Context: an optimization exercise on an open-source flow, tuned for small area, a short achievable clock period and few clock cycles per item. The choices shown serve that exercise and are no tape-out recipe. RTL that was checked went through simulation tests only; none was proved equivalent to the original. No functional check of the RTL was part of run 7. Power is estimated from default activity; no workload was simulated.

**flow/flow/pre_dpl.tcl**
```tcl
# Before detailed placement: give the output ports stronger port buffers and
# stronger flip-flops to drive them (same cells, higher drive strength).
set up {
  sky130_fd_sc_hd__buf_1   sky130_fd_sc_hd__buf_2
  sky130_fd_sc_hd__dfxtp_1 sky130_fd_sc_hd__dfxtp_2
  sky130_fd_sc_hd__dfrtp_1 sky130_fd_sc_hd__dfrtp_2
}
# flip-flops that also drive logic of their own
set up4 {
  sky130_fd_sc_hd__dfxtp_1 sky130_fd_sc_hd__dfxtp_4
  sky130_fd_sc_hd__dfrtp_1 sky130_fd_sc_hd__dfrtp_4
}
proc driver_of {net} {
  foreach pin [get_pins -quiet -of_objects $net] {
    if {[get_property $pin direction] == "output"} { return [get_cells -of_objects $pin] }
  }
  return ""
}
set n 0
foreach port [get_ports *] {
  if {[get_property $port direction] != "output"} continue
  set buf [driver_of [get_nets [get_full_name $port]]]
  if {$buf == ""} continue
  set ref [get_property $buf ref_name]
  if {![dict exists $up $ref]} continue
  replace_cell [get_full_name $buf] [dict get $up $ref]
  incr n
  set ff [driver_of [get_nets -of_objects [get_pins [get_full_name $buf]/A]]]
  if {$ff == ""} continue
  set fref [get_property $ff ref_name]
  set loads [llength [get_pins -quiet -of_objects [get_nets -of_objects [get_pins [get_full_name $buf]/A]]]]
  if {$loads > 3 && [dict exists $up4 $fref]} {
    replace_cell [get_full_name $ff] [dict get $up4 $fref]
    incr n
  } elseif {[dict exists $up $fref]} {
    replace_cell [get_full_name $ff] [dict get $up $fref]
    incr n
  }
}
puts "pre_dpl: resized $n cells"
```
**flow/design.v**
```verilog
`timescale 1ns / 1ps
module input_buffer #(
    parameter N = 15
)(
    input              i_clk,
    input      [7:0]   i_mem_pixel,
    output reg [N*8-1:0] o_taps
);
    always @(posedge i_clk) begin
        o_taps <= {o_taps[(N-1)*8-1:0], i_mem_pixel};
    end
endmodule
`timescale 1ns / 1ps
module image_filter #(
    parameter H = 6
)(
    input                i_clk,
    input                i_start,          
    input      [1:0]     i_filter_type,    
    input      [(2*H+1)*8-1:0] i_taps,
    output reg [7:0]     o_filtered_pixel
);
    reg ident, sharp, edged, blur;
    always @(posedge i_clk) begin
        if (i_start) begin
            ident <= (i_filter_type == 2'd0);
            sharp <= (i_filter_type == 2'd1);
            edged <= (i_filter_type == 2'd2);
            blur  <= (i_filter_type == 2'd3);
        end
    end
    wire [7:0] p01 = i_taps[(  H+2)*8 +: 8];
    wire [7:0] p20 = i_taps[(2*H  )*8 +: 8];
    wire [7:0] p21 = i_taps[(  H  )*8 +: 8];
    wire [7:0] p22 = i_taps[(    0)*8 +: 8];
    wire [8:0] q  = p20 + p22;
    wire [8:0] r  = p01 + p21;
    reg  [8:0] q1, q2;               
    reg  [9:0]  x1, d1;
    wire [12:0] s2;
    wire [7:0]  c1 = ident ? i_taps[1*8 +: 8] : i_taps[(H+2)*8 +: 8];
    wire [12:0] opa = blur  ? {2'b0, c1, 3'b111} :
                      edged ? {2'b0, c1, 3'b010} :
                      sharp ? {3'b0, c1, 2'b01}  : {5'b0, c1};
    wire [12:0] opb = blur  ? {2'b0, x1, 1'b0} :
                      ident ? 13'd0 : ~{3'b0, x1};
    wire [12:0] ope = blur  ? {3'b0, d1} :
                      edged ? ~{3'b0, d1} :
                      sharp ? {5'b0, c1} : 13'd0;
    wire [12:0] css = opa ^ opb ^ ope;
    wire [12:0] csc = {(opa[11:0] & opb[11:0]) | (opa[11:0] & ope[11:0]) | (opb[11:0] & ope[11:0]), blur};
    assign s2 = css + csc;
    reg  [7:0]  clamped;
    always @(*) begin
        if (blur)
            clamped = s2[12] ? 8'hff : s2[11:4];
        else if (s2[12])
            clamped = 8'h00;
        else if (|s2[11:8])
            clamped = 8'hff;
        else
            clamped = s2[7:0];
    end
    always @(posedge i_clk) begin
        q1 <= q;
        q2 <= q1;
        x1 <= r + q1;
        d1 <= q + q2;
        o_filtered_pixel <= clamped;
    end
endmodule
`timescale 1ns / 1ps
module gpu_arithmetic #(
    parameter PIXEL_WIDTH           = 8,
    parameter H                     = 6
)(
    input                      i_clk,
    input   [PIXEL_WIDTH-1:0]  i_mem_pixel,
    input                      i_start,
    input   [1:0]              i_filter_type,
    output  [PIXEL_WIDTH-1:0]  o_filtered_pixel
);
    localparam N = 2*H + 1;                  
    wire [N*8-1:0] taps;
    input_buffer #(
        .N                  (N                  )
    ) i_input_buffer (
        .i_clk              (i_clk              ),
        .i_mem_pixel        (i_mem_pixel        ),
        .o_taps             (taps               )
    );
    image_filter #(
        .H                  (H                  )
    ) i_image_filter (
        .i_clk              (i_clk              ),
        .i_start            (i_start            ),
        .i_filter_type      (i_filter_type      ),
        .i_taps             (taps               ),
        .o_filtered_pixel   (o_filtered_pixel   )
    );
endmodule
`timescale 1ns / 1ps
module gpu_controller #(
    parameter ZP_IMAGE_WIDTH        = 34,
    parameter ZP_IMAGE_HEIGHT       = 34,
    parameter H                     = 6
)(
    input               i_clk,
    input               i_nrst,
    input               i_start_pulse,
    input      [1:0]    i_filter_type,
    output     [17:0]   o_mem_addr,
    output reg          o_wstb,
    output reg          o_finish_pulse,
    output     [17:0]   o_filtered_addr
);
    localparam W    = ZP_IMAGE_WIDTH;
    localparam OW   = ZP_IMAGE_WIDTH - 2;
    localparam R    = H - 2;                 
    localparam AB   = 11;                    
    reg  [2:0]     kl;
    reg  [5:0]     xl;
    reg  [2:0]     s;
    reg  [AB-1:0]  addr;
    reg            not_ident;        
    reg            active;           
    wire ident   = !not_ident;
    wire       kl_end   = (kl == R-1);           
    wire       xl_end   = (xl == OW-1);          
    wire [2:0] kl_first = ident ? 3'd0 : 3'd6;   
    wire [5:0] xl_first = ident ? 6'd0 : 6'd62;  
    reg  [2:0] kl_next;
    reg  [5:0] xl_next;
    reg  [2:0] s_next;
    always @(*) begin
        kl_next = kl + 1'b1;
        xl_next = xl;
        s_next  = s;
        if (kl_end) begin
            kl_next = kl_first;
            xl_next = xl + 1'b1;
            if (xl_end) begin
                xl_next = xl_first;
                s_next  = s + 1'b1;
            end
        end
    end
    wire last       = (s == 3'd7) && xl_end && kl_end;    
    wire last_next  = !i_start_pulse && (s_next == 3'd7) && (xl_next == OW-1) && (kl_next == R-1);
    wire write_next = !i_start_pulse && !kl_next[2] && !xl_next[5];
    wire active_next = i_start_pulse || (active && !last);
    wire rk_end = (kl == 3'd0);
    wire rx_end = xl_end;
    localparam [AB-1:0] STEP_ROW   = W;
    localparam [AB-1:0] STEP_COL_N = 1 - (H-1)*W;
    localparam [AB-1:0] STEP_COL_I = 1 - (R-1)*W;
    localparam [AB-1:0] STEP_STR_N = -W - (W-1);
    localparam [AB-1:0] STEP_STR_I = W - (OW-1);
    reg [AB-1:0] step;
    always @(*) begin
        if (!rk_end)      step = STEP_ROW;
        else if (!rx_end) step = ident ? STEP_COL_I : STEP_COL_N;
        else              step = ident ? STEP_STR_I : STEP_STR_N;
    end
    wire start_ident = (i_filter_type == 2'd0);
    assign o_mem_addr      = {{(18-AB){1'b0}}, addr};
    assign o_filtered_addr = {8'd0, s, kl[1:0], xl[4:0]};
    always @(posedge i_clk or negedge i_nrst) begin
        if (!i_nrst) begin
            active         <= 1'b0;
            o_wstb         <= 1'b0;
            o_finish_pulse <= 1'b0;
        end else begin
            active         <= active_next;
            o_wstb         <= active_next && write_next;
            o_finish_pulse <= active_next && last_next;
        end
    end
    always @(posedge i_clk) begin
        if (i_start_pulse) begin
            not_ident <= !start_ident;
            kl        <= 3'd1;
            xl        <= start_ident ? 6'd63 : 6'd61;
            s         <= 3'd0;
            addr      <= start_ident ? W + 1 : 0;
        end else begin
            kl        <= kl_next;
            xl        <= xl_next;
            s         <= s_next;
            addr      <= addr + step;
        end
    end
endmodule
`timescale 1ns / 1ps
module mini_gpu #(
    parameter PIXEL_WIDTH           = 8,
    parameter ADDR_WIDTH            = 18,
    parameter FILTER_WIDTH          = 2,
    parameter ARRAY_WIDTH           = 4,
    parameter ZP_IMAGE_WIDTH        = 34,
    parameter ZP_IMAGE_HEIGHT       = 34
)(
    input                      i_clk,
    input                      i_nrst,
    input   [PIXEL_WIDTH-1:0]  i_mem_pixel,
    output  [ADDR_WIDTH-1 :0]  o_mem_addr,
    input                      i_start_pulse,
    input   [FILTER_WIDTH-1:0] i_filter_type,
    output                     o_finish_pulse,
    output                     o_filtered_wstb,
    output  [ADDR_WIDTH-1 :0]  o_filtered_addr,
    output  [PIXEL_WIDTH-1:0]  o_filtered_pixel
);
    localparam H = 6;                        
    gpu_controller #(
        .ZP_IMAGE_WIDTH     (ZP_IMAGE_WIDTH     ),
        .ZP_IMAGE_HEIGHT    (ZP_IMAGE_HEIGHT    ),
        .H                  (H                  )
    ) i_gpu_controller (
        .i_clk              (i_clk              ),
        .i_nrst             (i_nrst             ),
        .i_start_pulse      (i_start_pulse      ),
        .i_filter_type      (i_filter_type      ),
        .o_mem_addr         (o_mem_addr         ),
        .o_wstb             (o_filtered_wstb    ),
        .o_finish_pulse     (o_finish_pulse     ),
        .o_filtered_addr    (o_filtered_addr    )
    );
    gpu_arithmetic #(
        .PIXEL_WIDTH        (PIXEL_WIDTH        ),
        .H                  (H                  )
    ) i_gpu_arithmetic (
        .i_clk              (i_clk              ),
        .i_mem_pixel        (i_mem_pixel        ),
        .i_start            (i_start_pulse      ),
        .i_filter_type      (i_filter_type      ),
        .o_filtered_pixel   (o_filtered_pixel   )
    );
endmodule
```
**flow/standard.sh**
```bash
#!/bin/bash
# synth_recipe.tcl (not shown) runs the flow's synth.tcl, then flattens the netlist and writes it again
# the make line also repeats each setting of config.mk as NAME=value (left out here)
make -C /OpenROAD-flow-scripts/flow DESIGN_CONFIG=/design/flow/config.mk WORK_HOME=/design/flow/orfs CLKGATE_MAP_FILE= SYNTH_SCRIPT=/design/flow/synth_recipe.tcl "${@:-finish}"
```
**flow/flow/run.sh**
```bash
#!/bin/bash
# Standard layout, with plain buffers on the ports, a lighter clock tree, and
# stronger cells on the output paths (flow/pre_dpl.tcl, before detailed
# placement).
set -euo pipefail
bash standard.sh \
  "BUFFER_PORTS_ARGS=-buffer_cell sky130_fd_sc_hd__buf_1" \
  "CTS_ARGS=-sink_clustering_enable -repair_clock_nets -dont_use_dummy_load -buf_list sky130_fd_sc_hd__clkbuf_8 -root_buf sky130_fd_sc_hd__clkbuf_16 -sink_clustering_size 16 -sink_clustering_max_diameter 150" \
  "PRE_DETAIL_PLACE_TCL=$PWD/flow/pre_dpl.tcl" \
  SKIP_REPAIR_TIE_FANOUT=1 \
  finish > standard.log 2>&1
```
**flow/config.mk**
```make
export PLATFORM = sky130hd
export DESIGN_NAME = mini_gpu
export DESIGN_NICKNAME = mini_gpu
export VERILOG_FILES = /design/flow/design.v
export SDC_FILE = /design/flow/constraint.sdc
export NUM_CORES = 4
export LEC_CHECK = 0
export CAP_MARGIN = 20
export CORE_MARGIN = 2
export CORE_UTILIZATION = 50
export SLEW_MARGIN = 20
```
**flow/constraint.sdc**
```tcl
create_clock -name core_clock -period 20.0 [get_ports {i_clk}]
set_input_delay 4.0000 -clock core_clock [delete_from_list [all_inputs] [get_ports {i_clk}]]
set_output_delay 4.0000 -clock core_clock [all_outputs]
set_load 0.01 [all_outputs]
```
==> results of run 1 <==
[per-stage QoR]
| stage | setup slack [ps] | area [um2] | utilization [%] | cells |
|---|---|---|---|---|
| detailed placement | 15170 | 7649 | 52.83 | 878 |
| CTS | 15060 | 7894 | 54.52 | 895 |
| finish | 15080 | 7894 | 54.52 | 895 |
| floorplan | 15500 | 7358 | - | 684 |
| global placement | 15210 | 7543 | 52.10 | 878 |
| global route | 15040 | 7894 | 54.52 | 895 |
[final cells by class]
| class | count | area, um2 | share of cell area (%) |
|---|---|---|---|
| flip-flops and latches | 181 | 3755 | 47.57 |
| multi-input cells | 422 | 3276 | 41.50 |
| clock buffers | 17 | 245.2 | 3.107 |
| well taps | 184 | 230.2 | 2.916 |
| repair buffers | 45 | 215.2 | 2.726 |
| inverters | 46 | 172.7 | 2.187 |
[per-layer routing]
metal / up-vias / share of wire, % / GRT usage, % / wire [um]
met1: 2153 / 49 / 21.67 / 6138
met3: 14 / 3.5 / 4.322 / 442
li1: 2349 / - / - / -
met5: - / 0 / 0 / 0
met2: 75 / 47 / 27.78 / 5880
met4: 0 / 1.4 / 6.144 / 181
[placed cells by master, fill, tap and decap left out, types with 8 or more instances in the layout]
cell / Yosys / routed
dfxtp_1: 173 / 144
ha_1: 56 / 56
a21oi_1: 54 / 54
inv_1: 46 / 46
nor2_1: 43 / 43
nand2_1: 41 / 41
buf_2: 0 / 31
o21ai_0: 30 / 30
fa_1: 24 / 24
xnor2_1: 20 / 20
xor2_1: 18 / 18
dfxtp_2: 0 / 18
clkbuf_8: 0 / 16
mux2i_1: 13 / 13
buf_1: 2 / 12
nand3_1: 11 / 11
dfxtp_4: 0 / 11
a21o_1: 10 / 10
o21bai_1: 8 / 8
nor2b_1: 8 / 8
nand2b_1: 8 / 8
[where the power goes]
group          internal [mW]  leakage (nW)  switching (mW)  total, mW
clock network         0.0804         0.127           0.104      0.185
registers              0.426          1.54          0.0291      0.455
logic                  0.216          1.83           0.290      0.505
[kinds of logic (layout without fill, tap and decap cells)]
kind of cell	Yosys count	in the layout	share of synthesized area, %
flip-flops	181	181	50.13
multiplexers	18	18	2.533
AND/OR/NAND/NOR	139	139	9.012
buffers and inverters	81	108	5.356
XOR/XNOR	38	38	4.523
other	1	1	0.05096
adder cells (fa/ha/maj)	80	80	16.05
AO/OA/AOI/OAI	146	146	12.34
[sequential cells by signal, indices dropped and copies added (netlist names)]
signal	count
i_gpu_arithmetic.i_image_filter.q1	9
i_gpu_arithmetic.i_image_filter.edged	1
i_gpu_controller.active	1
i_gpu_arithmetic.i_image_filter.ident	1
i_gpu_arithmetic.i_input_buffer.o_taps	104
i_gpu_controller.kl	3
i_gpu_arithmetic.i_image_filter.q2	9
i_gpu_controller.not_ident	1
i_gpu_arithmetic.i_image_filter.x1	10
i_gpu_arithmetic.i_image_filter.d1	10
i_gpu_controller.o_wstb	1
i_gpu_arithmetic.i_image_filter.blur	1
i_gpu_controller.o_finish_pulse	1
i_gpu_controller.addr	11
i_gpu_arithmetic.i_image_filter.sharp	1
i_gpu_arithmetic.i_image_filter.o_filtered_pixel	8
i_gpu_controller.s	3
i_gpu_controller.xl	6
[final timing paths]
kind                       slack, ps                                               start                                                           to
hold reg to reg                  320  i_gpu_arithmetic.i_input_buffer.o_taps[18]$_DFF_P_           i_gpu_arithmetic.i_input_buffer.o_taps[26]$_DFF_P_
hold / removal                   320  i_gpu_arithmetic.i_input_buffer.o_taps[18]$_DFF_P_           i_gpu_arithmetic.i_input_buffer.o_taps[26]$_DFF_P_
setup / recovery               15080           i_gpu_controller.o_finish_pulse$_DFF_PN0_                                               o_finish_pulse
max in group asynchronous      16440                                              i_nrst                            i_gpu_controller.o_wstb$_DFF_PN0_
min in group asynchronous       3400                                              i_nrst                    i_gpu_controller.o_finish_pulse$_DFF_PN0_
setup reg to reg               15690      i_gpu_arithmetic.i_image_filter.blur$_DFFE_PP_  i_gpu_arithmetic.i_image_filter.o_filtered_pixel[0]$_DFF_P_
==> flow_summary.toml, run 1 <==
[outcome]
outcome = "no timing/DRC/antenna violations"

[timing]
finalHoldViolCount = 0
slew_headroom_pct = 45.97
clock-skew-final_ps = 40.35
clock.fmax_mhz = 203.1
fin_crit_ps = 4923
setup-violations-final = 0
worstMarginPinSlew_ps = 807.5
finalSetupTns_ps = 0
rsz0062_at_grt = "no"
timing.hold.ws_ps = 316.3
period_share_pct = 24.61
final_max_slew_viol_count = 0

[worst_hold_path]
whs_path_depth = 0
hp-class = "flop to flop"

[clock_network]
cts.sinks = 181
cts_resized = 0
clk_latency_ps = 380
cts.hold.buffers_added = 0
path_clk_slew_ps = 100
post_cts_buffers = 0
cts_tree = "built"
root_buffer = "clkbuf_16"
htreeDepth = 4
cts_made_buffers = 17
cts_max_path_buffers = 2

[synth]
synth_top_area_share_pct = 47.07
synth_common_cells = "dfxtp_1, ha_1, a21oi_1"
synth_area_um2 = 7358
syn_nets = 777
yosys.cell_types.count = 57
yosysWarnings = 3
synth_area_leader_cell = "dfxtp_1"
synth_edf_count = 5
yosysMostFrequentCell = "dfxtp_1"
ys_ff_latch = 181
seq_area_frac_synth_pct = 50.13
asyncSetResetFlopFracSynth_pct = 1.657
synth_area_leaders = "dfxtp_1, ha_1, fa_1"
synthCells = 684
synth_ff_type = "dfxtp_1"
postSynthAreaPerCell_um2 = 10.76

[final_layout]
layout.nets = 806
diodes = 0
drive_above_1_share_pct = 14.21
n_fill_cell = 1303
area_delta_synth_final_pct = 7.278

[detailed_routing]
ant_nets = 0
drc_errors = 0
vias = 4591
drtPass1Iterations = 5
totalWireLength_mm = 12.64
wire_per_inst_um = 14.13
vias_per_cell = 5.130
drt_iter0_drc = 191

[critical_path]
cp_max_fo = 1
crit_type = "flop to primary output"
cp_top_family = "flip-flops"
cp_num_buf_inv = 1
cp_slowest_stage_delay_ps = 410
cp.required_ps = 16000
path_cells = "buf_2"
rr_worst_depth = 13
cp-start-kind = "flop"
crit_cells = 1
end_kind = "primary output"
cp.arrival_ps = 920
slowest_stage = "dfrtp_2"

[floorplanning]
start_util_pct = 50.82
die_y_um = 125.3
die_area_um2 = 15700
pin_count = 59
die_w_um = 125.3
core_area_um2 = 14480
placementRows = 44

[power]
total_power_mw = 1.145
p_leak_nw = 3.498
ir_worst_vdd_mv = 0.06177
power.density_nw_per_um2 = 145.1

[global_route]
grt_max_degree = 33
overflow = 0
grt_pass1_vias = 4655
antenna_found_initial = 0
grt_pass1_wl_mm = 21.38
groute.usage.overall_pct = 16.91

[place]
io_buffer_count = 43
hpwl_mm = 9.527
globalplace.congestion = 0.8056

[job]
maxCapViolCount = 0
Testbench counts, summed over its fixed seeds: cycles 35,616, frames 24.
==> run 2, diff against run 1 <==
--- a/flow/design.v
+++ b/flow/design.v
@@ -39,5 +39,5 @@
     reg  [9:0]  x1, d1;
     wire [12:0] s2;
-    wire [7:0]  c1 = ident ? i_taps[1*8 +: 8] : i_taps[(H+2)*8 +: 8];
+    wire [7:0]  c1 = i_taps[(H+2)*8 +: 8];
     wire [12:0] opa = blur  ? {2'b0, c1, 3'b111} :
                       edged ? {2'b0, c1, 3'b010} :
@@ -150,6 +150,6 @@
     wire write_next = !i_start_pulse && !kl_next[2] && !xl_next[5];
     wire active_next = i_start_pulse || (active && !last);
-    wire rk_end = (kl == 3'd0);
-    wire rx_end = xl_end;
+    wire rk_end = ident ? (kl == 3'd1) : (kl == 3'd0);
+    wire rx_end = ident ? (xl == OW-3) : xl_end;
     localparam [AB-1:0] STEP_ROW   = W;
     localparam [AB-1:0] STEP_COL_N = 1 - (H-1)*W;
@@ -180,6 +180,6 @@
         if (i_start_pulse) begin
             not_ident <= !start_ident;
-            kl        <= 3'd1;
-            xl        <= start_ident ? 6'd63 : 6'd61;
+            kl        <= start_ident ? 3'd2 : 3'd1;
+            xl        <= 6'd61;
             s         <= 3'd0;
             addr      <= start_ident ? W + 1 : 0;
--- a/flow/config.mk
+++ b/flow/config.mk
@@ -8,4 +8,4 @@
 export CAP_MARGIN = 20
 export CORE_MARGIN = 2
-export CORE_UTILIZATION = 50
+export CORE_UTILIZATION = 60
 export SLEW_MARGIN = 20
==> run 2 against run 1 <==
  * Core utilization increased by 11 points
  * Die area decreased by 16%
  * Sequential power about the same
  * Critical path type unchanged
  * Largest power group unchanged
  * Highest routed layer unchanged
==> flow_summary.toml, run 2 <==
[synth]
yosysWarnings = 3
synth_common_cells = "dfxtp_1, ha_1, a21oi_1"
yosysMostFrequentCell = "dfxtp_1"
postSynthAreaPerCell_um2 = 10.80
synthCells = 682
synth_top_area_share_pct = 47.00
yosys.cell_types.count = 65
ys_ff_latch = 181
seq_area_frac_synth_pct = 50.06
synth_area_um2 = 7368
synth_edf_count = 5
synth_area_leaders = "dfxtp_1, ha_1, fa_1"
asyncSetResetFlopFracSynth_pct = 1.657
synth_area_leader_cell = "dfxtp_1"
synth_ff_type = "dfxtp_1"
syn_nets = 775

[critical_path]
reg2reg_from = "i_gpu_arithmetic.i_image_filter.blur$_DFFE_PP_"
reg2reg_to = "i_gpu_arithmetic.i_image_filter.o_filtered_pixel[0]$_DFF_P_"
cp.arrival_ps = 910
rr_worst_depth = 13
path_cells = "buf_2"
reg2reg_setup_slack_ps = 15880
cp_slowest_stage_delay_ps = 390
end_kind = "primary output"
cp_num_buf_inv = 1
cp.required_ps = 16000
slowest_stage = "dfrtp_2"
crit_type = "flop to primary output"
cp_top_family = "flip-flops"
cp-start-kind = "flop"
cp_max_fo = 1

[detailed_routing]
drc_errors = 0
vias_per_cell = 5.295
wire_per_inst_um = 13.98
ant_nets = 0
vias = 4517
drt_iter0_drc = 191
totalWireLength_mm = 11.92
drtPass1Iterations = 6

[clock_network]
cts_tree = "built"
root_buffer = "clkbuf_16"
cts_max_path_buffers = 2
cts_resized = 0
clk_latency_ps = 380
post_cts_buffers = 0
cts.sinks = 181
cts.hold.buffers_added = 0
cts_made_buffers = 17
path_clk_slew_ps = 110
htreeDepth = 4

[place]
placed_area_um2 = 7589
io_buffer_count = 43
hpwl_mm = 9.048
pre_cts_ws_ps = 15080
globalplace.congestion = 0.8406

[timing]
slew_headroom_pct = 37.25
setup-violations-final = 0
final_max_slew_viol_count = 0
rsz0062_at_grt = "no"
finalHoldViolCount = 0
clock-skew-final_ps = 30.74
setup_ws_ps = 15090
fin_crit_ps = 4911
clock.fmax_mhz = 203.6
worstMarginPinSlew_ps = 934.9
finalSetupTns_ps = 0
period_share_pct = 24.56

[job]
maxCapViolCount = 0

[final_layout]
final_cell_mix = "dfxtp_1, ha_1, a21oi_1"
area_delta_synth_final_pct = 6.317
reg_top3 = "i_gpu_arithmetic.i_input_buffer.o_taps (104), i_gpu_controller.addr (11)"
fin_area_um2 = 7834
regMostFlops = "i_gpu_arithmetic.i_input_buffer.o_taps"
drive_above_1_share_pct = 14.02
largest_reg_flops = 104
diodes = 0
n_fill_cell = 977
layout.nets = 801
final_core_util_pct = 65.22
final_common_cell = "dfxtp_1"

[floorplanning]
die_y_um = 114.8
placementRows = 40
core_area_um2 = 12010
die_w_um = 114.8
die_area_um2 = 13180
start_util_pct = 61.34
pin_count = 59

[global_route]
groute.usage.overall_pct = 19.51
grt_pass1_wl_mm = 19.93
grt_pass1_vias = 4444
overflow = 0
antenna_found_initial = 0
grt_max_degree = 33

[power]
ir_worst_vdd_mv = 0.09088
power.density_nw_per_um2 = 143.2
p_leak_nw = 3.483

[worst_hold_path]
min-delay-start = "i_gpu_arithmetic.i_input_buffer.o_taps[13]$_DFF_P_"
hp-class = "flop to flop"
min_to = "i_gpu_arithmetic.i_input_buffer.o_taps[21]$_DFF_P_"
whs_path_depth = 0

[outcome]
outcome = "no timing/DRC/antenna violations"
## run 2: worst max-delay path by stage
stage | start | endpoint | slack [ps] | cells after the start
after floorplan | i_start_pulse | i_gpu_controller.kl[1]$_DFF_P_ | 15300 | 4
after global routing | i_gpu_controller.o_finish_pulse$_DFF_PN0_ | o_finish_pulse | 15060 | 1
after CTS | i_gpu_controller.xl[0]$_SDFF_PP1_ | o_filtered_addr[0] | 15070 | 1
after global placement | i_start_pulse | i_gpu_controller.kl[0]$_DFF_P_ | 15120 | 4
final | i_gpu_controller.o_finish_pulse$_DFF_PN0_ | o_finish_pulse | 15090 | 1
after detailed placement | i_start_pulse | i_gpu_controller.kl[0]$_DFF_P_ | 15080 | 4
## run 2: logic make-up after synthesis
family | synth area share [%]
AOI/OAI and AO/OA | 12.06
xor gates and xnor gates | 4.619
adders and majority gates | 16.03
buffers and inverters | 5.773
DFF | 50.06
muxes | 1.800
other | 0.05089
and+or+nand+nor | 9.612
## run 2: final cells by class
cell class              instances  area (um2)  area share, %
clock buffers                  17       245.2          3.130
inverters                      46       180.2          2.300
multi-input cells             417        3254          41.54
flip-flops and latches        181        3755          47.93
well taps                     147       183.9          2.348
repair buffers                 45       215.2          2.747
## run 2: stage by stage
| stage | power, mW | instances | hold WS [ps] |
|---|---|---|---|
| final | 1.122 | 853 | 310.6 |
| after global routing | 1.208 | 853 | 317.0 |
| after CTS | 1.133 | 853 | 314.0 |
| after detailed placement | 0.9461 | 836 | 312.1 |
| after global placement | 0.9281 | 836 | 310.3 |
| after floorplan | 0.8475 | 682 | 309.6 |
## run 2: layer usage
metal	track usage (%)	wire length (um)
met5	0	0
met4	7.952	226
met3	4.902	536
met2	31.64	5513
met1	25.21	5647
## run 2: report_power, final
part / leakage [nW] / internal [mW] / total, mW / switching [mW]
clock network: 0.127 / 0.0803 / 0.183 / 0.103
registers: 1.54 / 0.424 / 0.453 / 0.0287
logic: 1.81 / 0.211 / 0.486 / 0.275
Testbench counts of run 2, summed over its fixed seeds: cycles 35,658, frames 24.
==> run 3, diff against run 2 <==
--- a/flow/config.mk
+++ b/flow/config.mk
@@ -8,4 +8,4 @@
 export CAP_MARGIN = 20
 export CORE_MARGIN = 2
-export CORE_UTILIZATION = 60
+export CORE_UTILIZATION = 50
 export SLEW_MARGIN = 20
==> run 3 against run 2 <==
  * Hold slack better by 3.0 ps
  * Non-clock buffer count did not move
  * Fmax increased by 0.35%
  * Sequential share of layout area decreased by 0.28 points
  * Die area is 19% higher
  * Core utilization down 11 points
  * Area after synthesis is the same
  * Highest routed layer unchanged
==> flow_summary.toml, run 3 <==
[synth]
postSynthAreaPerCell_um2 = 10.80
seq_area_frac_synth_pct = 50.06
yosysWarnings = 3
synthAdderAreaFrac_pct = 16.03
synth_common_cells = "dfxtp_1, ha_1, a21oi_1"
synth_area_leaders = "dfxtp_1, ha_1, fa_1"
synthSimpleGateAreaFrac_pct = 9.611
synth_area_um2 = 7368
synthCells = 682
synth_compound_area_share_pct = 12.06
syn_nets = 775
synth_edf_count = 5
synthMuxAreaShare_pct = 1.800
asyncSetResetFlopFracSynth_pct = 1.657
synth_area_leader_cell = "dfxtp_1"
yosys.cell_types.count = 65
synth_ff_type = "dfxtp_1"
yosysMostFrequentCell = "dfxtp_1"
ys_ff_latch = 181
synth_top_area_share_pct = 47.00
synth_top_family_by_area = "adder cells"
yosys.area_share.xor_xnor_pct = 4.619

[place]
globalplace.congestion = 0.8626
io_buffer_count = 43
hpwl_mm = 9.202

[global_route]
grt_max_degree = 33
grt_pass1_vias = 4592
grt_pass1_wl_mm = 21.10
overflow = 0
antenna_found_initial = 0
groute.usage.overall_pct = 16.76

[final_layout]
n_fill_cell = 1321
area_delta_synth_final_pct = 6.945
regMostFlops = "i_gpu_arithmetic.i_input_buffer.o_taps"
final_cell_mix = "dfxtp_1, ha_1, a21oi_1"
drive_above_1_share_pct = 14.02
largest_reg_flops = 104
final_common_cell = "dfxtp_1"
reg_top3 = "i_gpu_arithmetic.i_input_buffer.o_taps (104), i_gpu_controller.addr (11)"
diodes = 0
layout.nets = 801

[timing]
slew_headroom_pct = 43.79
finalSetupTns_ps = 0
fin_crit_ps = 4894
rsz0062_at_grt = "no"
finalHoldViolCount = 0
worstMarginPinSlew_ps = 837.5
clock.fmax_mhz = 204.3
period_share_pct = 24.47
final_max_slew_viol_count = 0
setup-violations-final = 0
clock-skew-final_ps = 31.13

[clock_network]
clk_latency_ps = 380
htreeDepth = 4
cts.hold.buffers_added = 0
cts.sinks = 181
root_buffer = "clkbuf_16"
cts_resized = 0
post_cts_buffers = 0
cts_max_path_buffers = 2
cts_made_buffers = 17
path_clk_slew_ps = 80
cts_tree = "built"

[floorplanning]
start_util_pct = 50.89
core_area_um2 = 14480
placementRows = 44
die_w_um = 125.4
pin_count = 59
die_area_um2 = 15720
die_y_um = 125.4

[critical_path]
cp_max_fo = 1
slowest_stage = "dfrtp_2"
crit_cells = 1
rr_worst_depth = 12
cp_slowest_stage_delay_ps = 390
path_cells = "buf_2"
crit_type = "flop to primary output"
cp.arrival_ps = 890
end_kind = "primary output"
cp_top_family = "flip-flops"
cp_num_buf_inv = 1
cp-start-kind = "flop"
cp.required_ps = 16000

[job]
maxCapViolCount = 0

[detailed_routing]
drt_iter0_drc = 206
ant_nets = 0
drc_errors = 0
wire_per_inst_um = 13.74
vias = 4595
drtPass1Iterations = 5
vias_per_cell = 5.163
totalWireLength_mm = 12.23

[power]
total_power_mw = 1.123
clockPowerShare_pct = 16.3
p_int_mw = 0.7153
p_leak_nw = 3.483
power.density_nw_per_um2 = 142.6
swShare_pct = 36.33
seqPwrFrac_pct = 40.3
power_switching_mw = 0.4081
ir_worst_vdd_mv = 0.06074
combPwrFrac_pct = 43.4

[worst_hold_path]
hp-class = "flop to flop"
whs_path_depth = 0

[outcome]
outcome = "no timing/DRC/antenna violations"
-- run 3: metrics by stage --
step	hold slack (ps)	cell area, um2	setup slack [ps]	util, %	cells
after floorplan	309.6	7368	15300	-	682
after global placement	310.0	7530	15110	52.00	873
after detailed placement	312.1	7635	15100	52.73	873
after CTS	315.0	7880	15070	54.42	890
after global routing	315.4	7880	15050	54.42	890
final	313.6	7880	15110	54.42	890
-- run 3: layout make-up --
cell class / count / area (um2) / area share, %
sequential: 181 / 3755 / 47.65
multi-input combinational: 417 / 3254 / 41.30
clock buffer: 17 / 245.2 / 3.112
tap: 184 / 230.2 / 2.922
timing repair buffer: 45 / 215.2 / 2.731
inverter: 46 / 180.2 / 2.286
-- run 3: worst paths after layout --
path	startpoint	slack, ps	endpoint
worst min register to register	i_gpu_arithmetic.i_input_buffer.o_taps[59]$_DFF_P_	310	i_gpu_arithmetic.i_input_buffer.o_taps[67]$_DFF_P_
worst min-delay path	i_gpu_arithmetic.i_input_buffer.o_taps[59]$_DFF_P_	310	i_gpu_arithmetic.i_input_buffer.o_taps[67]$_DFF_P_
worst max-delay path	i_gpu_controller.o_finish_pulse$_DFF_PN0_	15110	o_finish_pulse
max in group asynchronous	i_nrst	16390	i_gpu_controller.o_wstb$_DFF_PN0_
worst max register to register	i_gpu_arithmetic.i_image_filter.edged$_DFFE_PP_	15880	i_gpu_arithmetic.i_image_filter.o_filtered_pixel[0]$_DFF_P_
min in group asynchronous	i_nrst	3430	i_gpu_controller.o_finish_pulse$_DFF_PN0_
-- run 3: worst register-to-register path, stage by stage (launching register included) --
cell and delay (ps):
edfxtp_1 590, or2_2 500, o221ai_1 260, fa_1 460
ha_1 240, fa_1 430, a21oi_2 220, o2111ai_1 220
nand2_1 120, xor2_1 290, o211ai_2 170, nor3_4 300
a221oi_1 130
-- run 3: logic make-up (layout without fill, tap and decap cells) --
family                   after synthesis  after routing
flip-flops                           181            181
AND/OR/NAND/NOR                      147            147
AO/OA/AOI/OAI                        138            138
buffers and inverters                 84            108
adder cells (fa/ha/maj)               80             80
XOR/XNOR                              38             38
multiplexers                          13             13
other                                  1              1
-- run 3: power groups by stage --
stage / sequential, mW / clock (mW) / combinational [mW]
2_1_floorplan: 0.459 / 0 / 0.389
3_3_place_gp: 0.457 / 0 / 0.475
3_5_place_dp: 0.461 / 0 / 0.486
4_1_cts: 0.453 / 0.193 / 0.489
5_1_grt: 0.460 / 0.207 / 0.556
6_report: 0.452 / 0.183 / 0.488
-- run 3: layer usage --
| layer | GRT usage [%] | part of all wire [%] |
|---|---|---|
| met1 | 21.21 | 48 |
| met2 | 27.05 | 47 |
| met3 | 4.407 | 3.7 |
| met4 | 7.516 | 1.8 |
| met5 | 0 | 0 |
==> run 4, diff against run 3 <==
--- a/flow/design.v
+++ b/flow/design.v
@@ -147,5 +147,5 @@
     end
     wire last       = (s == 3'd7) && xl_end && kl_end;    
-    wire last_next  = !i_start_pulse && (s_next == 3'd7) && (xl_next == OW-1) && (kl_next == R-1);
+    wire last_next  = !i_start_pulse && (s == 3'd7) && xl_end && (kl == R-2);
     wire write_next = !i_start_pulse && !kl_next[2] && !xl_next[5];
     wire active_next = i_start_pulse || (active && !last);
--- a/flow/config.mk
+++ b/flow/config.mk
@@ -9,3 +9,4 @@
 export CORE_MARGIN = 2
 export CORE_UTILIZATION = 50
+export PLACE_DENSITY = 0.8
 export SLEW_MARGIN = 20
==> run 4 against run 3 <==
  * Synthesized cell count is 1.9% lower
  * Cell area is 0.97% lower
  * Cell count fell by 1.3%
  * Still clean on timing, DRC and antenna
  * Register-to-register slack worse by 520 ps
  * Clock power hardly changed
  * Sequential share of layout area rose by 0.47 points
  * Largest power group unchanged
  * Wire length fell by 3.4%
  * Critical endpoint is now o_filtered_wstb
  * Global-route usage shrank 0.41 points
  * Setup slack got worse by 28 ps
  * Total power up 0.72%
  * Clock skew increased by 2.6 ps
==> flow_summary.toml, run 4 <==
[detailed_routing]
vias_per_cell = 5.126
drt_iter0_drc = 203
vias = 4501
ant_nets = 0
drtPass1Iterations = 5
wire_per_inst_um = 13.46
drc_errors = 0
totalWireLength_mm = 11.82

[outcome]
outcome = "no timing/DRC/antenna violations"

[critical_path]
cp_slowest_stage_delay_ps = 410
crit_cells = 1
cp_top_family = "flip-flops"
cp.arrival_ps = 920
crit_type = "flop to primary output"
cp_num_buf_inv = 1
slowest_stage = "dfrtp_2"
path_cells = "buf_2"
cp_max_fo = 1
cp-start-kind = "flop"
cp.required_ps = 16000
rr_worst_depth = 13
end_kind = "primary output"

[timing]
final_max_slew_viol_count = 0
finalHoldViolCount = 0
clock-skew-final_ps = 33.73
finalSetupTns_ps = 0
setup-violations-final = 0
clock.fmax_mhz = 203.2
rsz0062_at_grt = "no"
period_share_pct = 24.61
worstMarginPinSlew_ps = 873.1
slew_headroom_pct = 41.40
timing.hold.ws_ps = 303.1
fin_crit_ps = 4922

[final_layout]
drive_above_1_share_pct = 13.54
final_cells = 878
diodes = 0
layout.nets = 789
final_core_util_pct = 54.31
area_delta_synth_final_pct = 7.146
final_cell_mix = "dfxtp_1, ha_1, nor2_1"
largest_reg_flops = 104
fin_area_um2 = 7804
reg_top3 = "i_gpu_arithmetic.i_input_buffer.o_taps (104), i_gpu_controller.addr (11)"
final_common_cell = "dfxtp_1"
regMostFlops = "i_gpu_arithmetic.i_input_buffer.o_taps"

[synth]
synth_area_um2 = 7283
yosysWarnings = 3
asyncSetResetFlopFracSynth_pct = 1.657
postSynthAreaPerCell_um2 = 10.89
synth_ff_type = "dfxtp_1"
syn_nets = 762
synth_common_cells = "dfxtp_1, ha_1, nor2_1"
seq_area_frac_synth_pct = 50.64
synth_area_leader_cell = "dfxtp_1"
synth_area_leaders = "dfxtp_1, ha_1, fa_1"
yosys.cell_types.count = 59
yosysMostFrequentCell = "dfxtp_1"
synth_top_area_share_pct = 47.55
synthCells = 669
synth_edf_count = 5
ys_ff_latch = 181

[clock_network]
cts_max_path_buffers = 2
path_clk_slew_ps = 100
cts_tree = "built"
cts_made_buffers = 17
cts.sinks = 181
cts.hold.buffers_added = 0
root_buffer = "clkbuf_16"
clk_latency_ps = 380
htreeDepth = 4
post_cts_buffers = 0
cts_resized = 0

[power]
power.density_nw_per_um2 = 145.0
ir_worst_vdd_mv = 0.06050
p_leak_nw = 3.482

[place]
placed_area_um2 = 7559
globalplace.congestion = 0.8244
placedCellCount = 861
hpwl_mm = 8.991
io_buffer_count = 43

[global_route]
grt_pass1_vias = 4637
groute.usage.overall_pct = 16.35
grt_max_degree = 31
antenna_found_initial = 0
overflow = 0
grt_pass1_wl_mm = 20.54

[worst_hold_path]
hp-class = "flop to flop"
whs_path_depth = 0

[floorplanning]
placementRows = 44
start_util_pct = 50.69
die_w_um = 124.7
die_y_um = 124.7
core_area_um2 = 14370
pin_count = 59
die_area_um2 = 15550

[job]
maxCapViolCount = 0
==> run 4: cell count changes after synthesis, sizes merged, moves of 4 or more <==
| cell | before | now |
|---|---|---|
| a21oi | 55 | 49 |
| nand2 | 38 | 44 |
| a21o | 9 | 14 |
| xor2 | 15 | 20 |
| o21ai | 26 | 22 |
==> run 4: logic make-up after synthesis <==
kind of cell | after synthesis | synth area share [%]
flip-flops | 181 | 50.64
AND/OR/NAND/NOR | 138 | 8.676
AO/OA/AOI/OAI | 130 | 11.85
buffers and inverters | 83 | 5.566
adder cells (fa/ha/maj) | 80 | 16.22
XOR/XNOR | 42 | 5.051
multiplexers | 14 | 1.941
other | 1 | 0.05149
==> run 4: final cells by class <==
cell class                      count  area (um2)
Sequential cell                   181        3755
Inverter                           47       176.4
Clock buffer                       17       245.2
Fill cell                        1252        6565
Tap cell                          184       230.2
Multi-Input combinational cell    405        3189
Timing Repair Buffer               44       207.7
==> run 4: where the power goes <==
part	internal, mW	switching (mW)
Clock	0.0804	0.103
Sequential	0.425	0.0301
Combinational	0.217	0.275
==> run 4: final timing paths <==
path,start,slack [ps],endpoint
min in group asynchronous,i_nrst,3410,i_gpu_controller.o_wstb$_DFF_PN0_
setup / recovery,i_gpu_controller.o_wstb$_DFF_PN0_,15080,o_filtered_wstb
max in group asynchronous,i_nrst,16380,i_gpu_controller.active$_DFF_PN0_
hold reg to reg,i_gpu_arithmetic.i_input_buffer.o_taps[22]$_DFF_P_,300,i_gpu_arithmetic.i_input_buffer.o_taps[30]$_DFF_P_
hold / removal,i_gpu_arithmetic.i_input_buffer.o_taps[22]$_DFF_P_,300,i_gpu_arithmetic.i_input_buffer.o_taps[30]$_DFF_P_
setup reg to reg,i_gpu_arithmetic.i_image_filter.blur$_DFFE_PP_,15360,i_gpu_arithmetic.i_image_filter.o_filtered_pixel[5]$_DFF_P_
==> run 4: layer usage <==
metal	GRT usage [%]	up-vias	share of wire (%)
li1	-	2285	-
met1	19.57	2104	45
met2	27.87	90	49
met3	4.553	22	4.1
met4	6.411	0	2.1
met5	0	-	0
==> run 4: worst register-to-register path, delay by kind of cell, from the launching register on <==
kind            cells  cell delay (ps)
buf+inv             1              270
simple gates        3              770
compound gates      5             1270
mux                 1              150
flops               1              920
fa+ha+maj           3             1110
==> run 4: through the flow <==
step                      power (mW)  setup WS [ps]
after global placement        0.9309          14980
after detailed placement      0.9554          14880
final                          1.131          15080
after floorplan               0.8566          15290
after global routing           1.232          15020
after CTS                      1.140          15050
Testbench counts of run 4, summed over its fixed seeds: cycles 35,658, frames 24.
==> run 5, diff against run 4 <==
--- a/flow/config.mk
+++ b/flow/config.mk
@@ -9,4 +9,3 @@
 export CORE_MARGIN = 2
 export CORE_UTILIZATION = 50
-export PLACE_DENSITY = 0.8
 export SLEW_MARGIN = 20
==> run 5 against run 4 <==
  * Cell area barely moved
  * Critical path type unchanged
  * Via count is 0.31% lower
  * Still clean on timing, DRC and antenna
  * Core utilization grew 0.052 points
  * First-iteration DRC count rose by 12%
  * Critical endpoint is now o_filtered_addr[0]
  * Total power about the same
  * Die area did not move
  * Register-to-register slack improved by 370 ps
==> flow_summary.toml, run 5 <==
[timing]
finalHoldViolCount = 0
final_max_slew_viol_count = 0
setup-violations-final = 0
finalSetupTns_ps = 0
worstMarginPinSlew_ps = 833.6
setup_ws_ps = 15110
fin_crit_ps = 4888
clock-skew-final_ps = 35.86
period_share_pct = 24.44
slew_headroom_pct = 44.05
clock.fmax_mhz = 204.6
rsz0062_at_grt = "no"

[critical_path]
cp-start-kind = "flop"
cp_slowest_stage_delay_ps = 380
slowest_stage = "dfxtp_4"
reg2reg_from = "i_gpu_arithmetic.i_image_filter.blur$_DFFE_PP_"
reg2reg_to = "i_gpu_arithmetic.i_image_filter.o_filtered_pixel[3]$_DFF_P_"
reg2reg_setup_slack_ps = 15730
path_cells = "buf_2"
cp.arrival_ps = 890
crit_type = "flop to primary output"
cp.required_ps = 16000
cp_max_fo = 7
end_kind = "primary output"
cp_top_family = "flip-flops"
cp_num_buf_inv = 1
rr_worst_depth = 13

[synth]
yosysWarnings = 3
postSynthAreaPerCell_um2 = 10.89
synth_top_area_share_pct = 47.55
syn_nets = 762
synth_area_um2 = 7283
yosysMostFrequentCell = "dfxtp_1"
ys_ff_latch = 181
synth_area_leader_cell = "dfxtp_1"
synthCells = 669
synth_ff_type = "dfxtp_1"
seq_area_frac_synth_pct = 50.64
yosys.cell_types.count = 59
synth_common_cells = "dfxtp_1, ha_1, nor2_1"
asyncSetResetFlopFracSynth_pct = 1.657
synth_edf_count = 5
synth_area_leaders = "dfxtp_1, ha_1, fa_1"

[floorplanning]
pin_count = 59
die_area_um2 = 15550
start_util_pct = 50.69
die_y_um = 124.7
die_w_um = 124.7
placementRows = 44
core_area_um2 = 14370

[final_layout]
largest_reg_flops = 104
layout.nets = 790
area_delta_synth_final_pct = 7.250
final_cell_mix = "dfxtp_1, ha_1, nor2_1"
diodes = 0
regMostFlops = "i_gpu_arithmetic.i_input_buffer.o_taps"
drive_above_1_share_pct = 13.67
final_common_cell = "dfxtp_1"
final_core_util_pct = 54.36
reg_top3 = "i_gpu_arithmetic.i_input_buffer.o_taps (104), i_gpu_controller.addr (11)"

[power]
total_power_mw = 1.131
clockPowerShare_pct = 16.5
p_int_mw = 0.7227
power.density_nw_per_um2 = 144.8
seqPwrFrac_pct = 40.1
power_switching_mw = 0.4084
p_leak_nw = 3.487
ir_worst_vdd_mv = 0.05217
swShare_pct = 36.11
combPwrFrac_pct = 43.5

[detailed_routing]
drt_iter0_drc = 227
vias_per_cell = 5.105
vias = 4487
totalWireLength_mm = 11.82
drc_errors = 0
wire_per_inst_um = 13.45
drtPass1Iterations = 4
ant_nets = 0

[global_route]
groute.usage.overall_pct = 16.39
antenna_found_initial = 1
grt_pass1_wl_mm = 20.62
grt_pass1_vias = 4533
grt_max_degree = 31
overflow = 0

[place]
pre_cts_ws_ps = 14900
io_buffer_count = 43
hpwl_mm = 8.992
globalplace.congestion = 0.7936

[outcome]
outcome = "no timing/DRC/antenna violations"

[clock_network]
clk_latency_ps = 380
cts_max_path_buffers = 2
cts.sinks = 181
cts_made_buffers = 17
htreeDepth = 4
cts.hold.buffers_added = 0
post_cts_buffers = 0
cts_tree = "built"
path_clk_slew_ps = 90
root_buffer = "clkbuf_16"
cts_resized = 0

[worst_hold_path]
whs_path_depth = 0
min-delay-start = "i_gpu_arithmetic.i_input_buffer.o_taps[86]$_DFF_P_"
hp-class = "flop to flop"
min_to = "i_gpu_arithmetic.i_input_buffer.o_taps[94]$_DFF_P_"

[job]
maxCapViolCount = 0
[run 5: layout make-up]
| class | count | area [um2] |
|---|---|---|
| Tap cell | 184 | 230.2 |
| Clock buffer | 17 | 245.2 |
| Fill cell | 1269 | 6558 |
| Multi-Input combinational cell | 405 | 3189 |
| Timing Repair Buffer | 45 | 215.2 |
| Inverter | 47 | 176.4 |
| Sequential cell | 181 | 3755 |
[run 5: worst max-delay path by stage]
stage / start / endpoint / slack [ps] / depth (start not counted)
2_1_floorplan: i_start_pulse / i_gpu_controller.addr[2]$_SDFF_PP0_ / 15290 / 3
3_3_place_gp: i_start_pulse / i_gpu_controller.o_wstb$_DFF_PN0_ / 14970 / 5
3_5_place_dp: i_start_pulse / i_gpu_controller.o_wstb$_DFF_PN0_ / 14900 / 5
4_1_cts: i_gpu_controller.xl[0]$_SDFFE_PP1P_ / o_filtered_addr[0] / 15090 / 1
5_1_grt: i_gpu_controller.xl[0]$_SDFFE_PP1P_ / o_filtered_addr[0] / 15060 / 1
6_report: i_gpu_controller.xl[0]$_SDFFE_PP1P_ / o_filtered_addr[0] / 15110 / 1
[run 5: power groups by stage]
stage | sequential (mW) | clock (mW) | combinational, mW
after global placement | 0.458 | 0 | 0.480
after floorplan | 0.460 | 0 | 0.397
after detailed placement | 0.462 | 0 | 0.494
final | 0.453 | 0.186 | 0.492
after CTS | 0.454 | 0.194 | 0.496
after global routing | 0.460 | 0.208 | 0.556
[run 5: cells by family after synthesis]
kind of cell	Yosys count	share of synthesized area [%]
xor gates and xnor gates	42	5.051
DFF	181	50.64
buffers and inverters	83	5.566
muxes	14	1.941
other	1	0.05149
and+or+nand+nor	138	8.676
adders and majority gates	80	16.22
AOI/OAI and AO/OA	130	11.85
[run 5: routing by layer]
layer	track usage, %	share of wire, %	vias up
li1	-	-	2283
met1	20.62	47	2109
met2	26.74	47	72
met3	4.338	3.8	21
met4	6.940	1.9	2
met5	0	0.093	-
[run 5: through the flow]
step / hold slack, ps / cell area [um2] / cells
2_1_floorplan: 309.6 / 7283 / 669
3_3_place_gp: 310.1 / 7461 / 862
3_5_place_dp: 312.1 / 7566 / 862
4_1_cts: 309.4 / 7811 / 879
5_1_grt: 327.3 / 7811 / 879
6_report: 309.8 / 7811 / 879
==> run 6, diff against run 5 <==
==> flow/flow/run.sh (replaced) <==
#!/bin/bash
# Standard layout, with plain buffers on the ports, a lighter clock tree, and
# stronger cells on the output paths (flow/pre_dpl.tcl, before detailed
# placement).
set -euo pipefail
bash standard.sh \
  "BUFFER_PORTS_ARGS=-buffer_cell sky130_fd_sc_hd__buf_1" \
  "CTS_ARGS=-sink_clustering_enable -repair_clock_nets -dont_use_dummy_load -buf_list sky130_fd_sc_hd__clkbuf_16 -root_buf sky130_fd_sc_hd__clkbuf_16 -sink_clustering_size 24 -sink_clustering_max_diameter 150" \
  "PRE_DETAIL_PLACE_TCL=$PWD/flow/pre_dpl.tcl" \
  SKIP_REPAIR_TIE_FANOUT=1 \
  finish > standard.log 2>&1
==> run 6 against run 5 <==
  * Critical path depth did not move
  * Sequential power barely moved
  * Count of clock-buffer cells in the layout unchanged
  * Sequential share of layout area decreased by 1.1 points
  * Highest routed layer unchanged
==> flow_summary.toml, run 6 <==
[outcome]
outcome = "no timing/DRC/antenna violations"

[job]
maxCapViolCount = 0

[synth]
seq_area_frac_synth_pct = 50.64
ys_ff_latch = 181
syn_nets = 762
synth_edf_count = 5
synth_area_leader_cell = "dfxtp_1"
yosysWarnings = 3
yosysMostFrequentCell = "dfxtp_1"
synth_area_leaders = "dfxtp_1, ha_1, fa_1"
synth_common_cells = "dfxtp_1, ha_1, nor2_1"
synth_top_area_share_pct = 47.55
asyncSetResetFlopFracSynth_pct = 1.657
synth_ff_type = "dfxtp_1"
synthCells = 669
postSynthAreaPerCell_um2 = 10.89
yosys.cell_types.count = 59
synth_area_um2 = 7283

[final_layout]
layout.nets = 790
largest_reg_flops = 104
multi_input_area_um2 = 3189
final_cell_mix = "dfxtp_1, ha_1, nor2_1"
regMostFlops = "i_gpu_arithmetic.i_input_buffer.o_taps"
final_common_cell = "dfxtp_1"
area_delta_synth_final_pct = 9.723
n_fill_cell = 1252
diodes = 0
regArea_um2 = 3755
drive_above_1_share_pct = 13.67
reg_top3 = "i_gpu_arithmetic.i_input_buffer.o_taps (104), i_gpu_controller.addr (11)"

[clock_network]
root_buffer = "clkbuf_16"
clk_latency_ps = 420
cts_tree = "built"
htreeDepth = 4
cts_resized = 0
cts_made_buffers = 17
path_clk_slew_ps = 70
cts.hold.buffers_added = 0
cts.sinks = 181
post_cts_buffers = 0
cts_max_path_buffers = 2

[timing]
period_share_pct = 24.63
worstMarginPinSlew_ps = 847.7
clock.fmax_mhz = 203.0
fin_crit_ps = 4926
finalSetupTns_ps = 0
rsz0062_at_grt = "no"
clock-skew-final_ps = 17.44
final_max_slew_viol_count = 0
finalHoldViolCount = 0
slew_headroom_pct = 43.10
setup-violations-final = 0

[place]
hpwl_mm = 8.992
io_buffer_count = 43
globalplace.congestion = 0.7936

[critical_path]
cp-start-kind = "flop"
rr_worst_depth = 13
reg2reg_from = "i_gpu_arithmetic.i_image_filter.blur$_DFFE_PP_"
slowest_stage = "dfrtp_2"
cp_top_family = "flip-flops"
cp.arrival_ps = 930
cp.required_ps = 16000
end_kind = "primary output"
reg2reg_to = "i_gpu_arithmetic.i_image_filter.o_filtered_pixel[3]$_DFF_P_"
cp_slowest_stage_delay_ps = 390
worstSetupStartpoint = "i_gpu_controller.o_finish_pulse$_DFF_PN0_"
path_cells = "buf_2"
cp_max_fo = 1
reg2reg_setup_slack_ps = 15750
crit_type = "flop to primary output"
cp_num_buf_inv = 1

[power]
swShare_pct = 34.56
p_int_mw = 0.7904
ir_worst_vdd_mv = 0.06575
power_switching_mw = 0.4174
power.density_nw_per_um2 = 151.1
total_power_mw = 1.208
seqPwrFrac_pct = 37.6
combPwrFrac_pct = 40.7
clockPowerShare_pct = 21.7
p_leak_nw = 3.569

[detailed_routing]
drtPass1Iterations = 4
ant_nets = 0
wire_per_inst_um = 13.46
drc_errors = 0
totalWireLength_mm = 11.84
vias_per_cell = 5.113
vias = 4494
drt_iter0_drc = 213

[floorplanning]
die_w_um = 124.7
die_area_um2 = 15550
die_y_um = 124.7
placementRows = 44
start_util_pct = 50.69
core_area_um2 = 14370
pin_count = 59

[worst_hold_path]
min_to = "i_gpu_arithmetic.i_input_buffer.o_taps[94]$_DFF_P_"
whs_path_depth = 0
hp-class = "flop to flop"
min-delay-start = "i_gpu_arithmetic.i_input_buffer.o_taps[86]$_DFF_P_"

[global_route]
overflow = 0
grt_pass1_vias = 4565
antenna_found_initial = 1
groute.usage.overall_pct = 16.60
grt_max_degree = 31
grt_pass1_wl_mm = 20.76
run 6: worst max-delay path by stage:
stage | end | cells past startpoint
global placement | i_gpu_controller.o_wstb$_DFF_PN0_ | 5
detailed placement | i_gpu_controller.o_wstb$_DFF_PN0_ | 5
CTS | o_finish_pulse | 1
global route | o_filtered_addr[0] | 1
finish | o_finish_pulse | 1
floorplan | i_gpu_controller.addr[2]$_SDFF_PP0_ | 3
run 6: kinds of logic (layout without fill, tap and decap cells):
family,Yosys count,count (layout),share of synthesized area (%)
AND/OR/NAND/NOR,138,138,8.676
multiplexers,14,14,1.941
flip-flops,181,181,50.64
buffers and inverters,83,109,5.566
AO/OA/AOI/OAI,130,130,11.85
XOR/XNOR,42,42,5.051
other,1,1,0.05149
adder cells (fa/ha/maj),80,80,16.22
run 6: cell type report:
cell class                      count  area share [%]
Timing Repair Buffer               45           2.693
Clock buffer                       17           5.323
Inverter                           47           2.208
Sequential cell                   181           46.99
Multi-Input combinational cell    405           39.91
Tap cell                          184           2.881
run 6: power groups by stage:
stage | logic [mW] | clock network [mW] | registers [mW]
floorplan | 0.397 | 0 | 0.460
global placement | 0.480 | 0 | 0.458
detailed placement | 0.494 | 0 | 0.462
CTS | 0.497 | 0.272 | 0.455
global route | 0.556 | 0.288 | 0.461
finish | 0.492 | 0.262 | 0.454
run 6: layer usage:
| metal | wire [um] | track usage [%] | vias to the layer above |
|---|---|---|---|
| met2 | 5630 | 26.71 | 70 |
| li1 | - | - | 2289 |
| met5 | 11 | 0 | - |
| met3 | 497 | 5.756 | 13 |
| met1 | 5553 | 20.67 | 2120 |
| met4 | 142 | 6.147 | 2 |
run 6: metrics by stage:
step / area (um2) / utilization [%] / setup slack [ps] / std cells / hold WS [ps]
floorplan: 7283 / - / 15290 / 669 / 309.6
global placement: 7461 / 51.92 / 14970 / 862 / 310.1
detailed placement: 7566 / 52.66 / 14900 / 862 / 312.1
CTS: 7991 / 55.62 / 15040 / 879 / 315.8
global route: 7991 / 55.62 / 15020 / 879 / 329.2
finish: 7991 / 55.62 / 15070 / 879 / 312.9
==> run 7, diff against run 6 <==
--- a/flow/design.v
+++ b/flow/design.v
@@ -19,7 +19,9 @@
     input      [1:0]     i_filter_type,    
     input      [(2*H+1)*8-1:0] i_taps,
-    output reg [7:0]     o_filtered_pixel
+    output reg [7:0]     o_filtered_pixel,
+    output               o_ident           
 );
     reg ident, sharp, edged, blur;
+    assign o_ident = ident;
     always @(posedge i_clk) begin
         if (i_start) begin
@@ -79,5 +81,6 @@
     input                      i_start,
     input   [1:0]              i_filter_type,
-    output  [PIXEL_WIDTH-1:0]  o_filtered_pixel
+    output  [PIXEL_WIDTH-1:0]  o_filtered_pixel,
+    output                     o_ident
 );
     localparam N = 2*H + 1;                  
@@ -97,5 +100,6 @@
         .i_filter_type      (i_filter_type      ),
         .i_taps             (taps               ),
-        .o_filtered_pixel   (o_filtered_pixel   )
+        .o_filtered_pixel   (o_filtered_pixel   ),
+        .o_ident            (o_ident            )
     );
 endmodule
@@ -110,4 +114,5 @@
     input               i_start_pulse,
     input      [1:0]    i_filter_type,
+    input               i_ident,         
     output     [17:0]   o_mem_addr,
     output reg          o_wstb,
@@ -123,7 +128,6 @@
     reg  [2:0]     s;
     reg  [AB-1:0]  addr;
-    reg            not_ident;        
     reg            active;           
-    wire ident   = !not_ident;
+    wire ident   = i_ident;
     wire       kl_end   = (kl == R-1);           
     wire       xl_end   = (xl == OW-1);          
@@ -147,5 +151,5 @@
     end
     wire last       = (s == 3'd7) && xl_end && kl_end;    
-    wire last_next  = !i_start_pulse && (s == 3'd7) && xl_end && (kl == R-2);
+    wire last_next  = !i_start_pulse && (s_next == 3'd7) && (xl_next == OW-1) && (kl_next == R-1);
     wire write_next = !i_start_pulse && !kl_next[2] && !xl_next[5];
     wire active_next = i_start_pulse || (active && !last);
@@ -179,5 +183,4 @@
     always @(posedge i_clk) begin
         if (i_start_pulse) begin
-            not_ident <= !start_ident;
             kl        <= start_ident ? 3'd2 : 3'd1;
             xl        <= 6'd61;
@@ -213,4 +216,5 @@
 );
     localparam H = 6;                        
+    wire       ident;                        
     gpu_controller #(
         .ZP_IMAGE_WIDTH     (ZP_IMAGE_WIDTH     ),
@@ -222,4 +226,5 @@
         .i_start_pulse      (i_start_pulse      ),
         .i_filter_type      (i_filter_type      ),
+        .i_ident            (ident              ),
         .o_mem_addr         (o_mem_addr         ),
         .o_wstb             (o_filtered_wstb    ),
@@ -235,5 +240,6 @@
         .i_start            (i_start_pulse      ),
         .i_filter_type      (i_filter_type      ),
-        .o_filtered_pixel   (o_filtered_pixel   )
-    );
-endmodule
+        .o_filtered_pixel   (o_filtered_pixel   ),
+        .o_ident            (ident              )
+    );
+endmodule
==> flow/flow/run.sh (replaced) <==
#!/bin/bash
# Standard layout, with plain buffers on the ports, a lighter clock tree, and
# stronger cells on the output paths (flow/pre_dpl.tcl, before detailed
# placement).
set -euo pipefail
bash standard.sh \
  "BUFFER_PORTS_ARGS=-buffer_cell sky130_fd_sc_hd__buf_1" \
  "CTS_ARGS=-sink_clustering_enable -repair_clock_nets -dont_use_dummy_load -buf_list sky130_fd_sc_hd__clkbuf_8 -root_buf sky130_fd_sc_hd__clkbuf_16 -sink_clustering_size 16 -sink_clustering_max_diameter 150" \
  "PRE_DETAIL_PLACE_TCL=$PWD/flow/pre_dpl.tcl" \
  SKIP_REPAIR_TIE_FANOUT=1 \
  finish > standard.log 2>&1
==> run 7 against run 6 <==
  * Non-clock buffer count unchanged
  * Via count increased by 4.5%
  * Cell count increased by 4.8%
  * Setup slack improved by 30 ps
  * Total power decreased by 4.4%
  * Still clean on timing, DRC and antenna
  * Global-route usage increased by 0.45 points
  * Sequential power about the same
  * Synthesized cell count increased by 6.4%
  * Combinational power increased by 5.9%
  * First-iteration DRC count increased by 48%
  * Critical path depth unchanged
==> flow_summary.toml, run 7 <==
[outcome]
outcome = "no timing/DRC/antenna violations"

[synth]
ys_ff_latch = 180
synthAdderAreaFrac_pct = 16.06
asyncSetResetFlopFracSynth_pct = 1.667
synth_edf_count = 4
synth_area_um2 = 7432
synth_compound_area_share_pct = 12.39
synthMuxAreaShare_pct = 1.886
yosys.cell_types.count = 57
synthSimpleGateAreaFrac_pct = 10.88
synthCells = 712
seq_area_frac_synth_pct = 49.23
yosysWarnings = 3
yosysMostFrequentCell = "dfxtp_1"
synth_ff_type = "dfxtp_1"
postSynthAreaPerCell_um2 = 10.44
synth_top_area_share_pct = 46.60
synth_top_family_by_area = "adder cells"
syn_nets = 806
synth_common_cells = "dfxtp_1, nor2_1, ha_1"
synth_area_leaders = "dfxtp_1, ha_1, fa_1"
yosys.area_share.xor_xnor_pct = 4.242
synth_area_leader_cell = "dfxtp_1"

[global_route]
groute.usage.overall_pct = 17.05
overflow = 0
grt_pass1_wl_mm = 21.67
grt_pass1_vias = 4664
antenna_found_initial = 0
grt_max_degree = 33

[clock_network]
cts_tree = "built"
cts_made_buffers = 17
htreeDepth = 4
clk_latency_ps = 380
cts.hold.buffers_added = 0
post_cts_buffers = 0
path_clk_slew_ps = 80
root_buffer = "clkbuf_16"
cts_max_path_buffers = 2
cts.sinks = 180
cts_resized = 0

[timing]
finalSetupTns_ps = 0
final_max_slew_viol_count = 0
clock.fmax_mhz = 204.2
slew_headroom_pct = 54.10
fin_crit_ps = 4896
finalHoldViolCount = 0
rsz0062_at_grt = "no"
clock-skew-final_ps = 36.60
period_share_pct = 24.48
setup-violations-final = 0
worstMarginPinSlew_ps = 683.2
timing.hold.ws_ps = 318.1

[floorplanning]
start_util_pct = 51.14
placementRows = 44
pin_count = 59
die_area_um2 = 15860
die_w_um = 125.9
core_area_um2 = 14530
die_y_um = 125.9

[critical_path]
rr_worst_depth = 14
path_cells = "buf_2"
cp_max_fo = 1
cp_num_buf_inv = 1
crit_type = "flop to primary output"
slowest_stage = "dfrtp_2"
cp.arrival_ps = 900
worstSetupStartpoint = "i_gpu_controller.o_wstb$_DFF_PN0_"
reg2reg_from = "i_gpu_arithmetic.i_image_filter.blur$_DFFE_PP_"
cp_top_family = "flip-flops"
reg2reg_setup_slack_ps = 15660
cp.required_ps = 16000
end_kind = "primary output"
cp_slowest_stage_delay_ps = 400
cp-start-kind = "flop"
reg2reg_to = "i_gpu_arithmetic.i_image_filter.o_filtered_pixel[7]$_DFF_P_"

[power]
ir_worst_vdd_mv = 0.05869
total_power_mw = 1.154
power.density_nw_per_um2 = 145.1
p_leak_nw = 3.478

[final_layout]
largest_reg_flops = 104
layout.nets = 833
final_common_cell = "dfxtp_1"
fin_area_um2 = 7959
final_cells = 921
drive_above_1_share_pct = 13.03
regMostFlops = "i_gpu_arithmetic.i_input_buffer.o_taps"
final_cell_mix = "dfxtp_1, nor2_1, ha_1"
area_delta_synth_final_pct = 7.087
diodes = 0
reg_top3 = "i_gpu_arithmetic.i_input_buffer.o_taps (104), i_gpu_controller.addr (11)"

[place]
globalplace.congestion = 0.8925
placedCellCount = 904
placed_area_um2 = 7714
hpwl_mm = 9.469
io_buffer_count = 43

[detailed_routing]
drc_errors = 0
vias_per_cell = 5.101
totalWireLength_mm = 12.44
drt_iter0_drc = 315
drtPass1Iterations = 4
ant_nets = 0
wire_per_inst_um = 13.51
vias = 4698

[worst_hold_path]
hp-class = "flop to flop"
min_to = "i_gpu_arithmetic.i_input_buffer.o_taps[90]$_DFF_P_"
min-delay-start = "i_gpu_arithmetic.i_input_buffer.o_taps[82]$_DFF_P_"
whs_path_depth = 0

[job]
maxCapViolCount = 0
-- run 7: through the flow --
| step | utilization (%) | setup slack (ps) |
|---|---|---|
| after floorplan | - | 15270 |
| after global placement | 52.35 | 15120 |
| after detailed placement | 53.07 | 15100 |
| after CTS | 54.76 | 15080 |
| after global routing | 54.76 | 15050 |
| final | 54.76 | 15100 |
-- run 7: kinds of logic (layout without fill, tap and decap cells) --
family          count (synthesis)  count (layout)
compound gates                149             149
xor+xnor                       36              36
fa+ha+maj                      81              81
buf+inv                        80             105
flops                         180             180
mux                            14              14
other cells                     1               1
simple gates                  171             171
-- run 7: power breakdown --
part	leakage (nW)	internal (mW)	switching, mW	total, mW
Sequential	1.53	0.422	0.0288	0.451
Combinational	1.82	0.224	0.298	0.521
Clock	0.127	0.0803	0.102	0.182
Total	3.48	0.726	0.428	1.15
-- run 7: layer usage --
| layer | up-vias | track usage (%) | wire length (um) |
|---|---|---|---|
| met2 | 74 | 26.98 | 5733 |
| met1 | 2188 | 22.96 | 6137 |
| met4 | 0 | 6.270 | 180 |
| li1 | 2423 | - | - |
| met5 | - | 0 | 0 |
| met3 | 13 | 3.993 | 389 |
-- run 7: how the worst max path moves through the flow --
stage                                                 to  slack [ps]  depth (start not counted)
after floorplan           i_gpu_controller.kl[1]$_DFF_P_       15270                          4
after global placement    i_gpu_controller.kl[0]$_DFF_P_       15120                          4
after detailed placement  i_gpu_controller.kl[0]$_DFF_P_       15100                          4
after CTS                             o_filtered_addr[0]       15080                          1
after global routing                  o_filtered_addr[2]       15050                          1
final                                    o_filtered_wstb       15100                          1
-- run 7: layout make-up --
| class | instances | area [um2] |
|---|---|---|
| multi-input cells | 452 | 3382 |
| flip-flops and latches | 180 | 3725 |
| clock buffers | 17 | 245.2 |
| well taps | 184 | 230.2 |
| repair buffers | 45 | 215.2 |
| fillers | 1310 | 6575 |
| inverters | 43 | 161.4 |
-- run 7: worst reg2reg max path: cells and delay by family (launching register included) --
family | cells | cell delay (ps)
AOI/OAI and AO/OA | 5 | 1180
adders and majority gates | 3 | 1130
buffers and inverters | 2 | 480
DFF | 1 | 370
muxes | 1 | 250
and+or+nand+nor | 3 | 800

## separate check: timing with driven ports
Ports are ideal in the flow. The routed layouts listed here were re-timed in OpenROAD. Step 1, drivers: a clkbuf_16 drives i_clk and a buf_2 each remaining input, both assumed. Step 2 adds t to the input delays and takes it off the output delays; t is the mean of the earliest and latest rising clock arrival at the registers after step 1. Input paths then give back, and output paths get back, about the clock's delay inside the block. a / b / c = ideal ports / drivers / drivers and shift; a / b = the first two.
run	t (ns)	setup WS [ns]	worst register clock-pin slew, ns	worst data-port slew with drivers (ns)
run 1	0.400	15.077 / 15.038 / 15.191	0.10 / 0.10	0.04
run 2	0.415	15.089 / 15.050 / 15.080	0.11 / 0.11	0.03
run 3	0.401	15.106 / 15.065 / 15.097	0.09 / 0.09	0.03
run 4	0.401	15.078 / 15.041 / 14.870	0.10 / 0.10	0.04
run 5	0.403	15.112 / 15.071 / 14.872	0.09 / 0.09	0.04
run 6	0.452	15.074 / 15.032 / 14.867	0.07 / 0.07	0.04
run 7	0.398	15.104 / 15.064 / 15.107	0.09 / 0.09	0.03
After both steps every run listed still meets setup and hold. The setup slack of run 5, which loses most, moves by -0.041 ns with the drivers and by -0.240 ns with both steps.
